What follows belongs to an exercise in optimizing a design on an open flow for small area and a short achievable clock period; a production flow would make more cautious choices. Power and IR drop assume default switching activity.

==> inputs of build 69 <==
// mproc
module mproc (input wire clk, reset, input wire [15:0] d_in, output wire [6:0] addr, output wire [15:0] d_out);
==> module alu, before the edit <==
module alu (input wire [2:0] op, input wire binv, input wire [15:0] a, b,
  output wire [15:0] o, output wire cout);
  wire [15:0] bx = b ^ {16{binv}};
  wire [15:0] g = a & bx;
  wire [15:0] p = a ^ bx;
  wire [15:0] c;    
  bk16 bk (g, p, binv, c);
  wire [15:0] s = p ^ {c[14:0], binv};
  assign cout = c[15];
  wire [3:0] n = b[3:0];
  wire [15:0] ar;
  genvar k;
  generate for (k = 0; k < 16; k = k + 1) begin : rv
    assign ar[k] = a[15-k];
  end endgenerate
  wire [15:0] si = op[0] ? ar : a;
  wire [15:0] sh = si << n;
  wire [15:0] shr;
  generate for (k = 0; k < 16; k = k + 1) begin : rv2
    assign shr[k] = sh[15-k];
  end endgenerate
  wire [15:0] shrq = {shr[15:10], shr[9] & (n != 4'd6), shr[8] & (n != 4'd7), shr[7:0]};
  reg [15:0] r;
  always @(*) begin
    case (op)
      3'd0, 3'd1: r = s;
      3'd2: r = g;
      3'd3: r = g | p;
      3'd4: r = p;
      3'd6: r = sh;
      3'd7: r = shrq;
      default: r = 16'h0000;
    endcase
  end
  assign o = r;
endmodule
==> module mproc, before the edit <==
module mproc (input wire clk, reset, input wire [15:0] d_in, output wire [6:0] addr, output wire [15:0] d_out);
  reg pa, pb, pc_;           
  reg [15:0] ir;             
  reg op0;                   
  reg carry;
  reg [6:0] pc;
  reg [15:0] opa, opb;
  reg [7:0] bone, btwo, bneg;  
  reg [15:0] ma;             
  always @(posedge clk) begin
    pa  <= reset | pc_;
    pb  <= ~reset & pa;
    pc_ <= ~reset & pb;
  end
  always @(posedge clk) ir <= d_in;
  always @(posedge clk)
    if (reset) op0 <= 1'b0;
    else if (pb) op0 <= d_in[9];
  wire ld = ir[15];
  wire is_alu = (ir[15:12] == 4'b0000);
  wire wr = ld | is_alu;
  wire [2:0] rd = ir[8:6];
  wire [15:0] alu_o, mul;
  wire cout;
  alu alu_0 ({ir[11:10], op0}, pc_ ? ({ir[11:10], op0} == 3'd1) : op0, opa, opb, alu_o, cout);
  mul16lo_b mul_0 (ma, bone, btwo, bneg, mul);
  always @(posedge clk) carry <= cout;
  wire sel_mul = pc_ & is_alu & ({ir[11:10], op0} == 3'd5) & ~reset;
  wire [15:0] other = reset ? 16'h0000 : (ld ? d_in : alu_o);
  wire [15:0] wdata = sel_mul ? mul : other;
  wire wen = pc_ & wr;
  wire [7:1] we;
  genvar i;
  generate for (i = 1; i < 8; i = i + 1) begin : g_we
    assign we[i] = reset | (wen & (rd == i));
  end endgenerate
  wire [15:0] qa, qb;
  reg_file rf (clk, we, wdata, d_in[2:0], d_in[5:3], qa, qb);
  wire [7:0] one_n, two_n, neg_n;
  booth_enc enc (qb, one_n, two_n, neg_n);
  always @(posedge clk) begin
    bone <= one_n;
    btwo <= two_n;
    bneg <= neg_n;
    ma <= qa;
  end
  wire ldop = pb & ~reset;
  wire fwa = wen & (rd == ir[2:0]) & (rd != 3'd0);
  wire fwb = wen & (rd == ir[5:3]) & (rd != 3'd0);
  wire [15:0] opa_d = sel_mul ? mul : (ldop ? qa : other);
  wire [15:0] opb_d = sel_mul ? mul : (ldop ? qb : other);
  always @(posedge clk) begin
    if (ldop | reset | fwa) opa <= opa_d;
    if (ldop | reset | fwb) opb <= opb_d;
  end
  wire j = pc_ & ir[14] & carry;
  wire [6:0] delta = ld ? (j ? 7'h7f : 7'h01) : (j ? (~ir[6:0] + 7'h01) : 7'h00);
  always @(posedge clk)
    if (reset) pc <= 7'h00;
    else if (pa) pc <= pc + 7'h01;
    else if (pc_) pc <= pc + delta;
  assign addr = pc;
  assign d_out = opa;
endmodule
Settings: LEC_CHECK=0, CAP_MARGIN=20, CORE_MARGIN=2, CORE_UTILIZATION=40, SETUP_SLACK_MARGIN=5, SLEW_MARGIN=20; clock period 10.0 ns.
run.sh (not shown) runs the stock make flow with config.mk's settings and CLKGATE_MAP_FILE= SYNTH_SCRIPT=/design/flow/synth_recipe.tcl, a recipe that flattens the netlist after the stock synthesis.
==> build 90: changes against build 69 <==
--- a/flow/design.v
+++ b/flow/design.v
@@ -1,6 +1,6 @@
-module mul16lo_b (input wire [15:0] a, input wire [7:0] one, two, neg, output wire [15:0] p);
+module mul16cs (input wire [15:0] a, input wire [7:0] one, two, neg, output wire [15:0] x, y);
   wire pp0_0 = ((one[0] & a[0]) | (two[0] & 1'b0)) ^ neg[0];
   wire pp0_1 = ((one[0] & a[1]) | (two[0] & a[0])) ^ neg[0];
   wire pp0_2 = ((one[0] & a[2]) | (two[0] & a[1])) ^ neg[0];
   wire pp0_3 = ((one[0] & a[3]) | (two[0] & a[2])) ^ neg[0];
   wire pp0_4 = ((one[0] & a[4]) | (two[0] & a[3])) ^ neg[0];
@@ -174,49 +174,37 @@
   wire s53 = s39 ^ c23 ^ c38;
   wire c53 = (s39 & c23) | (s39 & c38) | (c23 & c38);
   wire s54 = s40 ^ c25 ^ c39;
   wire c54 = (s40 & c25) | (s40 & c39) | (c25 & c39);
   wire s55 = s41 ^ c27 ^ c40;
-  wire [15:0] x = {s55, s54, s53, s52, s51, s50, s49, s48, s47, s46, s45, s44, s43, s42, pp0_1, pp0_0};
-  wire [15:0] y = {c54, c53, c52, c51, c50, c49, c48, c47, c46, c45, c44, c43, c42, neg[1], 1'b0, neg[0]};
-  assign p = x + y;
+  assign x = {s55, s54, s53, s52, s51, s50, s49, s48, s47, s46, s45, s44, s43, s42, pp0_1, pp0_0};
+  assign y = {c54, c53, c52, c51, c50, c49, c48, c47, c46, c45, c44, c43, c42, neg[1], 1'b0, neg[0]};
 endmodule
-module alu (input wire [2:0] op, input wire binv, input wire [15:0] a, b,
-  output wire [15:0] o, output wire cout);
+module alu (input wire [2:0] op, input wire [15:0] a, b,
+  output wire [15:0] s, g, o_or, p, sh, shrq, output wire cout);
+  wire binv = op[0];
   wire [15:0] bx = b ^ {16{binv}};
-  wire [15:0] g = a & bx;
-  wire [15:0] p = a ^ bx;
+  assign g = a & bx;
+  assign p = a ^ bx;
   wire [15:0] c;    
   bk16 bk (g, p, binv, c);
-  wire [15:0] s = p ^ {c[14:0], binv};
+  assign s = p ^ {c[14:0], binv};
+  assign o_or = a | ~p;
   assign cout = c[15];
   wire [3:0] n = b[3:0];
   wire [15:0] ar;
   genvar k;
   generate for (k = 0; k < 16; k = k + 1) begin : rv
     assign ar[k] = a[15-k];
   end endgenerate
   wire [15:0] si = op[0] ? ar : a;
-  wire [15:0] sh = si << n;
+  assign sh = si << n;
   wire [15:0] shr;
   generate for (k = 0; k < 16; k = k + 1) begin : rv2
     assign shr[k] = sh[15-k];
   end endgenerate
-  wire [15:0] shrq = {shr[15:10], shr[9] & (n != 4'd6), shr[8] & (n != 4'd7), shr[7:0]};
-  reg [15:0] r;
-  always @(*) begin
-    case (op)
-      3'd0, 3'd1: r = s;
-      3'd2: r = g;
-      3'd3: r = g | p;
-      3'd4: r = p;
-      3'd6: r = sh;
-      3'd7: r = shrq;
-      default: r = 16'h0000;
-    endcase
-  end
-  assign o = r;
+  assign shrq = {shr[15:10], shr[9] & (n != 4'd6), shr[8] & (n != 4'd7), shr[7:0]};
 endmodule
 module bk16 (input wire [15:0] g, p, input wire ci, output wire [15:0] c);
   wire [15:0] g0 = {g[15:1], g[0] | (p[0] & ci)};
   wire [7:0] g1, p1;
   genvar k;
@@ -284,34 +272,59 @@
   reg [15:0] ir;             
   reg op0;                   
   reg carry;
   reg [6:0] pc;
   reg [15:0] opa, opb;
-  reg [7:0] bone, btwo, bneg;  
+  reg [7:0] bone, btwo;      
   reg [15:0] ma;             
+  reg [15:0] mx, my;         
+  reg mulp;                  
+  reg mfwd;                  
   always @(posedge clk) begin
     pa  <= reset | pc_;
     pb  <= ~reset & pa;
     pc_ <= ~reset & pb;
   end
-  always @(posedge clk) ir <= d_in;
+  always @(posedge clk)
+    if (pb) ir <= d_in;
   always @(posedge clk)
     if (reset) op0 <= 1'b0;
     else if (pb) op0 <= d_in[9];
   wire ld = ir[15];
   wire is_alu = (ir[15:12] == 4'b0000);
   wire wr = ld | is_alu;
   wire [2:0] rd = ir[8:6];
-  wire [15:0] alu_o, mul;
+  wire [2:0] op = {ir[11:10], op0};
+  wire is_mul = is_alu & (op == 3'd5);
+  wire [15:0] r_sum, r_and, r_or, r_xor, r_shl, r_shr, x, y;
   wire cout;
-  alu alu_0 ({ir[11:10], op0}, pc_ ? ({ir[11:10], op0} == 3'd1) : op0, opa, opb, alu_o, cout);
-  mul16lo_b mul_0 (ma, bone, btwo, bneg, mul);
+  alu alu_0 (op, opa, opb, r_sum, r_and, r_or, r_xor, r_shl, r_shr, cout);
+  mul16cs mul_0 (ma, bone, btwo, {opb[15], opb[13], opb[11], opb[9], opb[7], opb[5], opb[3], opb[1]}, x, y);
   always @(posedge clk) carry <= cout;
-  wire sel_mul = pc_ & is_alu & ({ir[11:10], op0} == 3'd5) & ~reset;
-  wire [15:0] other = reset ? 16'h0000 : (ld ? d_in : alu_o);
-  wire [15:0] wdata = sel_mul ? mul : other;
-  wire wen = pc_ & wr;
+  wire fa_cmp = (rd == ir[2:0]) & (rd != 3'd0);
+  wire fb_cmp = (rd == ir[5:3]) & (rd != 3'd0);
+  always @(posedge clk) begin
+    mx <= x;
+    my <= y;
+    mulp <= ~reset & pc_ & is_mul;
+    mfwd <= ~reset & pc_ & is_mul & fa_cmp;
+  end
+  wire [15:0] prod = mx + my;
+  wire exe = pc_ & ~reset;
+  wire xa = exe & is_alu;
+  wire s_ld  = exe & ld;
+  wire s_add = xa & (op[2:1] == 2'd0);
+  wire s_and = xa & (op == 3'd2);
+  wire s_or  = xa & (op == 3'd3);
+  wire s_xor = xa & (op == 3'd4);
+  wire s_shl = xa & (op == 3'd6);
+  wire s_shr = xa & (op == 3'd7);
+  wire s_mul = mulp & ~reset;
+  wire [15:0] wdata = ({16{s_ld}} & d_in) | ({16{s_add}} & r_sum) | ({16{s_and}} & r_and) |
+                      ({16{s_or}} & r_or) | ({16{s_xor}} & r_xor) | ({16{s_shl}} & r_shl) |
+                      ({16{s_shr}} & r_shr) | ({16{s_mul}} & prod);
+  wire wen = (pc_ & wr & ~is_mul) | mulp;
   wire [7:1] we;
   genvar i;
   generate for (i = 1; i < 8; i = i + 1) begin : g_we
     assign we[i] = reset | (wen & (rd == i));
   end endgenerate
@@ -320,18 +333,17 @@
   wire [7:0] one_n, two_n, neg_n;
   booth_enc enc (qb, one_n, two_n, neg_n);
   always @(posedge clk) begin
     bone <= one_n;
     btwo <= two_n;
-    bneg <= neg_n;
     ma <= qa;
   end
   wire ldop = pb & ~reset;
-  wire fwa = wen & (rd == ir[2:0]) & (rd != 3'd0);
-  wire fwb = wen & (rd == ir[5:3]) & (rd != 3'd0);
-  wire [15:0] opa_d = sel_mul ? mul : (ldop ? qa : other);
-  wire [15:0] opb_d = sel_mul ? mul : (ldop ? qb : other);
+  wire fwa = wen & fa_cmp;
+  wire fwb = wen & fb_cmp;
+  wire [15:0] opa_d = wdata | ({16{ldop}} & qa);
+  wire [15:0] opb_d = wdata | ({16{ldop}} & qb);
   always @(posedge clk) begin
     if (ldop | reset | fwa) opa <= opa_d;
     if (ldop | reset | fwb) opb <= opb_d;
   end
   wire j = pc_ & ir[14] & carry;
@@ -339,7 +351,7 @@
   always @(posedge clk)
     if (reset) pc <= 7'h00;
     else if (pa) pc <= pc + 7'h01;
     else if (pc_) pc <= pc + delta;
   assign addr = pc;
-  assign d_out = opa;
+  assign d_out = mfwd ? prod : opa;
 endmodule
==> flow/flow/run.sh (new file) <==
#!/bin/bash
set -euo pipefail
MARGIN=6.8
sed -e "s/SETUP_SLACK_MARGIN=[0-9.]*/SETUP_SLACK_MARGIN=$MARGIN/" \
    -e "s|CLKGATE_MAP_FILE= |CLKGATE_MAP_FILE= 'BUFFER_PORTS_ARGS=-buffer_cell sky130_fd_sc_hd__buf_2' |" \
    standard.sh > my_standard.sh
bash my_standard.sh > layout.log 2>&1
==> flow/standard.sh (new file) <==
#!/bin/bash
# synth_recipe.tcl (not shown) runs the flow's synth.tcl, then flattens the netlist and writes it again
# the make line also repeats each setting of config.mk as NAME=value (left out here)
make -C /OpenROAD-flow-scripts/flow DESIGN_CONFIG=/design/flow/config.mk WORK_HOME=/design/flow/orfs CLKGATE_MAP_FILE= SYNTH_SCRIPT=/design/flow/synth_recipe.tcl "${@:-finish}"
==> flow/config.mk (replaced) <==
export PLATFORM = sky130hd
export DESIGN_NAME = mproc
export DESIGN_NICKNAME = mproc
export VERILOG_FILES = /design/flow/design.v
export SDC_FILE = /design/flow/constraint.sdc
export NUM_CORES = 4
export LEC_CHECK = 0
export ABC_AREA = 1
export CAP_MARGIN = 20
export CORE_MARGIN = 2
export CORE_UTILIZATION = 40
export CTS_BUF_LIST = sky130_fd_sc_hd__clkbuf_8
export CTS_CLUSTER_SIZE = 16
export SETUP_SLACK_MARGIN = 5
export SLEW_MARGIN = 20
removed: flow/run.sh
==> trial 54: changes against build 69 <==
--- a/flow/design.v
+++ b/flow/design.v
@@ -178,45 +178,34 @@
   wire s55 = s41 ^ c27 ^ c40;
   wire [15:0] x = {s55, s54, s53, s52, s51, s50, s49, s48, s47, s46, s45, s44, s43, s42, pp0_1, pp0_0};
   wire [15:0] y = {c54, c53, c52, c51, c50, c49, c48, c47, c46, c45, c44, c43, c42, neg[1], 1'b0, neg[0]};
   assign p = x + y;
 endmodule
-module alu (input wire [2:0] op, input wire binv, input wire [15:0] a, b,
-  output wire [15:0] o, output wire cout);
+module alu (input wire [2:0] op, input wire [15:0] a, b,
+  output wire [15:0] s, g, o_or, p, sh, shrq, output wire cout);
+  wire binv = op[0];
   wire [15:0] bx = b ^ {16{binv}};
-  wire [15:0] g = a & bx;
-  wire [15:0] p = a ^ bx;
+  assign g = a & bx;
+  assign p = a ^ bx;
   wire [15:0] c;    
   bk16 bk (g, p, binv, c);
-  wire [15:0] s = p ^ {c[14:0], binv};
+  assign s = p ^ {c[14:0], binv};
+  assign o_or = a | ~p;
   assign cout = c[15];
   wire [3:0] n = b[3:0];
   wire [15:0] ar;
   genvar k;
   generate for (k = 0; k < 16; k = k + 1) begin : rv
     assign ar[k] = a[15-k];
   end endgenerate
   wire [15:0] si = op[0] ? ar : a;
-  wire [15:0] sh = si << n;
+  assign sh = si << n;
   wire [15:0] shr;
   generate for (k = 0; k < 16; k = k + 1) begin : rv2
     assign shr[k] = sh[15-k];
   end endgenerate
-  wire [15:0] shrq = {shr[15:10], shr[9] & (n != 4'd6), shr[8] & (n != 4'd7), shr[7:0]};
-  reg [15:0] r;
-  always @(*) begin
-    case (op)
-      3'd0, 3'd1: r = s;
-      3'd2: r = g;
-      3'd3: r = g | p;
-      3'd4: r = p;
-      3'd6: r = sh;
-      3'd7: r = shrq;
-      default: r = 16'h0000;
-    endcase
-  end
-  assign o = r;
+  assign shrq = {shr[15:10], shr[9] & (n != 4'd6), shr[8] & (n != 4'd7), shr[7:0]};
 endmodule
 module bk16 (input wire [15:0] g, p, input wire ci, output wire [15:0] c);
   wire [15:0] g0 = {g[15:1], g[0] | (p[0] & ci)};
   wire [7:0] g1, p1;
   genvar k;
@@ -284,11 +273,11 @@
   reg [15:0] ir;             
   reg op0;                   
   reg carry;
   reg [6:0] pc;
   reg [15:0] opa, opb;
-  reg [7:0] bone, btwo, bneg;  
+  reg [7:0] bone, btwo;      
   reg [15:0] ma;             
   always @(posedge clk) begin
     pa  <= reset | pc_;
     pb  <= ~reset & pa;
     pc_ <= ~reset & pb;
@@ -299,18 +288,30 @@
     else if (pb) op0 <= d_in[9];
   wire ld = ir[15];
   wire is_alu = (ir[15:12] == 4'b0000);
   wire wr = ld | is_alu;
   wire [2:0] rd = ir[8:6];
-  wire [15:0] alu_o, mul;
+  wire [2:0] op = {ir[11:10], op0};
+  wire [15:0] r_sum, r_and, r_or, r_xor, r_shl, r_shr, mul;
   wire cout;
-  alu alu_0 ({ir[11:10], op0}, pc_ ? ({ir[11:10], op0} == 3'd1) : op0, opa, opb, alu_o, cout);
-  mul16lo_b mul_0 (ma, bone, btwo, bneg, mul);
+  alu alu_0 (op, opa, opb, r_sum, r_and, r_or, r_xor, r_shl, r_shr, cout);
+  mul16lo_b mul_0 (ma, bone, btwo, {opb[15], opb[13], opb[11], opb[9], opb[7], opb[5], opb[3], opb[1]}, mul);
   always @(posedge clk) carry <= cout;
-  wire sel_mul = pc_ & is_alu & ({ir[11:10], op0} == 3'd5) & ~reset;
-  wire [15:0] other = reset ? 16'h0000 : (ld ? d_in : alu_o);
-  wire [15:0] wdata = sel_mul ? mul : other;
+  wire exe = pc_ & ~reset;
+  wire xa = exe & is_alu;
+  wire s_ld  = exe & ld;
+  wire s_add = xa & (op[2:1] == 2'd0);
+  wire s_and = xa & (op == 3'd2);
+  wire s_or  = xa & (op == 3'd3);
+  wire s_xor = xa & (op == 3'd4);
+  wire s_mul = xa & (op == 3'd5);
+  wire s_shl = xa & (op == 3'd6);
+  wire s_shr = xa & (op == 3'd7);
+  wire [15:0] res = ({16{s_ld}} & d_in) | ({16{s_add}} & r_sum) | ({16{s_and}} & r_and) |
+                    ({16{s_or}} & r_or) | ({16{s_xor}} & r_xor) | ({16{s_shl}} & r_shl) |
+                    ({16{s_shr}} & r_shr);
+  wire [15:0] wdata = res | ({16{s_mul}} & mul);
   wire wen = pc_ & wr;
   wire [7:1] we;
   genvar i;
   generate for (i = 1; i < 8; i = i + 1) begin : g_we
     assign we[i] = reset | (wen & (rd == i));
@@ -320,18 +321,17 @@
   wire [7:0] one_n, two_n, neg_n;
   booth_enc enc (qb, one_n, two_n, neg_n);
   always @(posedge clk) begin
     bone <= one_n;
     btwo <= two_n;
-    bneg <= neg_n;
     ma <= qa;
   end
   wire ldop = pb & ~reset;
   wire fwa = wen & (rd == ir[2:0]) & (rd != 3'd0);
   wire fwb = wen & (rd == ir[5:3]) & (rd != 3'd0);
-  wire [15:0] opa_d = sel_mul ? mul : (ldop ? qa : other);
-  wire [15:0] opb_d = sel_mul ? mul : (ldop ? qb : other);
+  wire [15:0] opa_d = wdata | ({16{ldop}} & qa);
+  wire [15:0] opb_d = wdata | ({16{ldop}} & qb);
   always @(posedge clk) begin
     if (ldop | reset | fwa) opa <= opa_d;
     if (ldop | reset | fwb) opb <= opb_d;
   end
   wire j = pc_ & ir[14] & carry;
==> flow/flow/run.sh (new file) <==
#!/bin/bash
set -euo pipefail
MARGIN=6.0
sed -e "s/SETUP_SLACK_MARGIN=[0-9.]*/SETUP_SLACK_MARGIN=$MARGIN/" \
    -e "s|CLKGATE_MAP_FILE= |CLKGATE_MAP_FILE= 'BUFFER_PORTS_ARGS=-buffer_cell sky130_fd_sc_hd__buf_2' |" \
    standard.sh > my_standard.sh
bash my_standard.sh > layout.log 2>&1
==> flow/standard.sh (new file) <==
#!/bin/bash
# synth_recipe.tcl (not shown) runs the flow's synth.tcl, then flattens the netlist and writes it again
# the make line also repeats each setting of config.mk as NAME=value (left out here)
make -C /OpenROAD-flow-scripts/flow DESIGN_CONFIG=/design/flow/config.mk WORK_HOME=/design/flow/orfs CLKGATE_MAP_FILE= SYNTH_SCRIPT=/design/flow/synth_recipe.tcl "${@:-finish}"
==> flow/config.mk (replaced) <==
export PLATFORM = sky130hd
export DESIGN_NAME = mproc
export DESIGN_NICKNAME = mproc
export VERILOG_FILES = /design/flow/design.v
export SDC_FILE = /design/flow/constraint.sdc
export NUM_CORES = 4
export LEC_CHECK = 0
export ABC_AREA = 1
export CAP_MARGIN = 20
export CORE_MARGIN = 2
export CORE_UTILIZATION = 40
export CTS_BUF_LIST = sky130_fd_sc_hd__clkbuf_4
export CTS_CLUSTER_SIZE = 12
export SETUP_SLACK_MARGIN = 5
export SLEW_MARGIN = 20
removed: flow/run.sh
==> comparison <==
- Register-to-register slack, highest first: build 90, trial 54, build 69.
- Of build 90 and trial 54, build 90 has the higher total power (gap 1.6%, measured against trial 54).
- Critical path depth: build 69 < build 90 < trial 54.
- The highest maximum frequency belongs to build 90, the lowest to build 69.
- The lowest sequential power belongs to trial 54, the highest to build 90.
- In build 90 the non-clock buffer count is higher than in build 69, by 92.
- Of build 69 and build 90, build 90 has the higher synthesized cell count (gap about 25%, measured against build 90).
- Of build 90 and trial 54, build 90 has the higher final cell count (gap about 14%, measured against trial 54).
==> figures <==
Width of the die: build 69 199 um; trial 54 192 um; build 90 203 um
Flip-flop and latch count after synthesis: build 69 211; trial 54 203; build 90 236
Global-route usage over all layers: build 69 24.0%; trial 54 26.8%; build 90 27.7%
Dominant cell type by count on the critical path: build 69 -; trial 54 sky130_fd_sc_hd__nand2_1; build 90 sky130_fd_sc_hd__o21ai_2
Worst setup slack after layout: build 69 5070 ps; trial 54 5560 ps; build 90 5820 ps
Count of multi-input combinational gates: build 69 1030; trial 54 1161; build 90 1342
Post-Synth Simple-Gate Area: build 69 9.27%; trial 54 18.3%; build 90 23.8%
Total area of multi-input combinational cells: build 69 8830 um2; trial 54 7990 um2; build 90 9810 um2
Fraction of the core area covered by cells at the end of the flow: build 69 44.8%; trial 54 48.0%; build 90 52.1%
Run status: build 69 timing/DRC/antenna clean; trial 54 timing/DRC/antenna clean; build 90 timing/DRC/antenna clean
Largest fanout on the critical path: build 69 24; trial 54 5; build 90 4
Data arrival, critical path: build 69 5110 ps; trial 54 4810 ps; build 90 2180 ps
Total CTS buffers: build 69 21; trial 54 55; build 90 43
Fin area: build 69 16800 um2; trial 54 16600 um2; build 90 20200 um2
Std-Cell Rows: build 69 71; trial 54 68; build 90 72
Clock Network Area Fraction: build 69 4.14%; trial 54 4.36%; build 90 4.90%
Highest clock rate: build 69 0.203 GHz; trial 54 0.225 GHz; build 90 0.239 GHz
Adder-cell share of the synthesized area: build 69 11.1%; trial 54 11.9%; build 90 10.6%
No functional check of the RTL was part of any run of this note.

[static timing again, ports no longer ideal]
The results above use ideal ports. As a check the final layouts listed here were re-extracted and re-timed, cells and wires unchanged. Step 1: set_driving_cell puts a clkbuf_16 on clk and a buf_2 on each other input, an assumption about the parent block. Step 2 also shifts input and output timing later by t, the mid clock arrival at the registers, as if the neighbouring blocks saw the same clock. Slacks: ideal ports / drivers / drivers and shift; pairs: ideal ports / drivers.
| run | t (ns) | setup WS [ns] | hold WS [ns] | latest minus earliest clock arrival (ns) | slew at the worst register clock pin (ns) |
|---|---|---|---|---|---|
| build 69 | 0.542 | 5.074 / 5.057 / 4.515 | 0.474 / 0.474 / 0.474 | 0.016 / 0.015 | 0.07 / 0.07 |
| build 90 | 0.625 | 5.821 / 5.773 / 6.142 | 0.492 / 0.492 / 0.492 | 0.031 / 0.031 | 0.07 / 0.07 |
| trial 54 | 0.706 | 5.559 / 5.559 / 5.460 | 0.466 / 0.466 / 0.466 | 0.027 / 0.027 | 0.08 / 0.08 |
After both steps setup and hold are still met in every run listed. The setup slack of build 69, which loses most, moves by -0.017 ns with the drivers and by -0.559 ns with both steps.
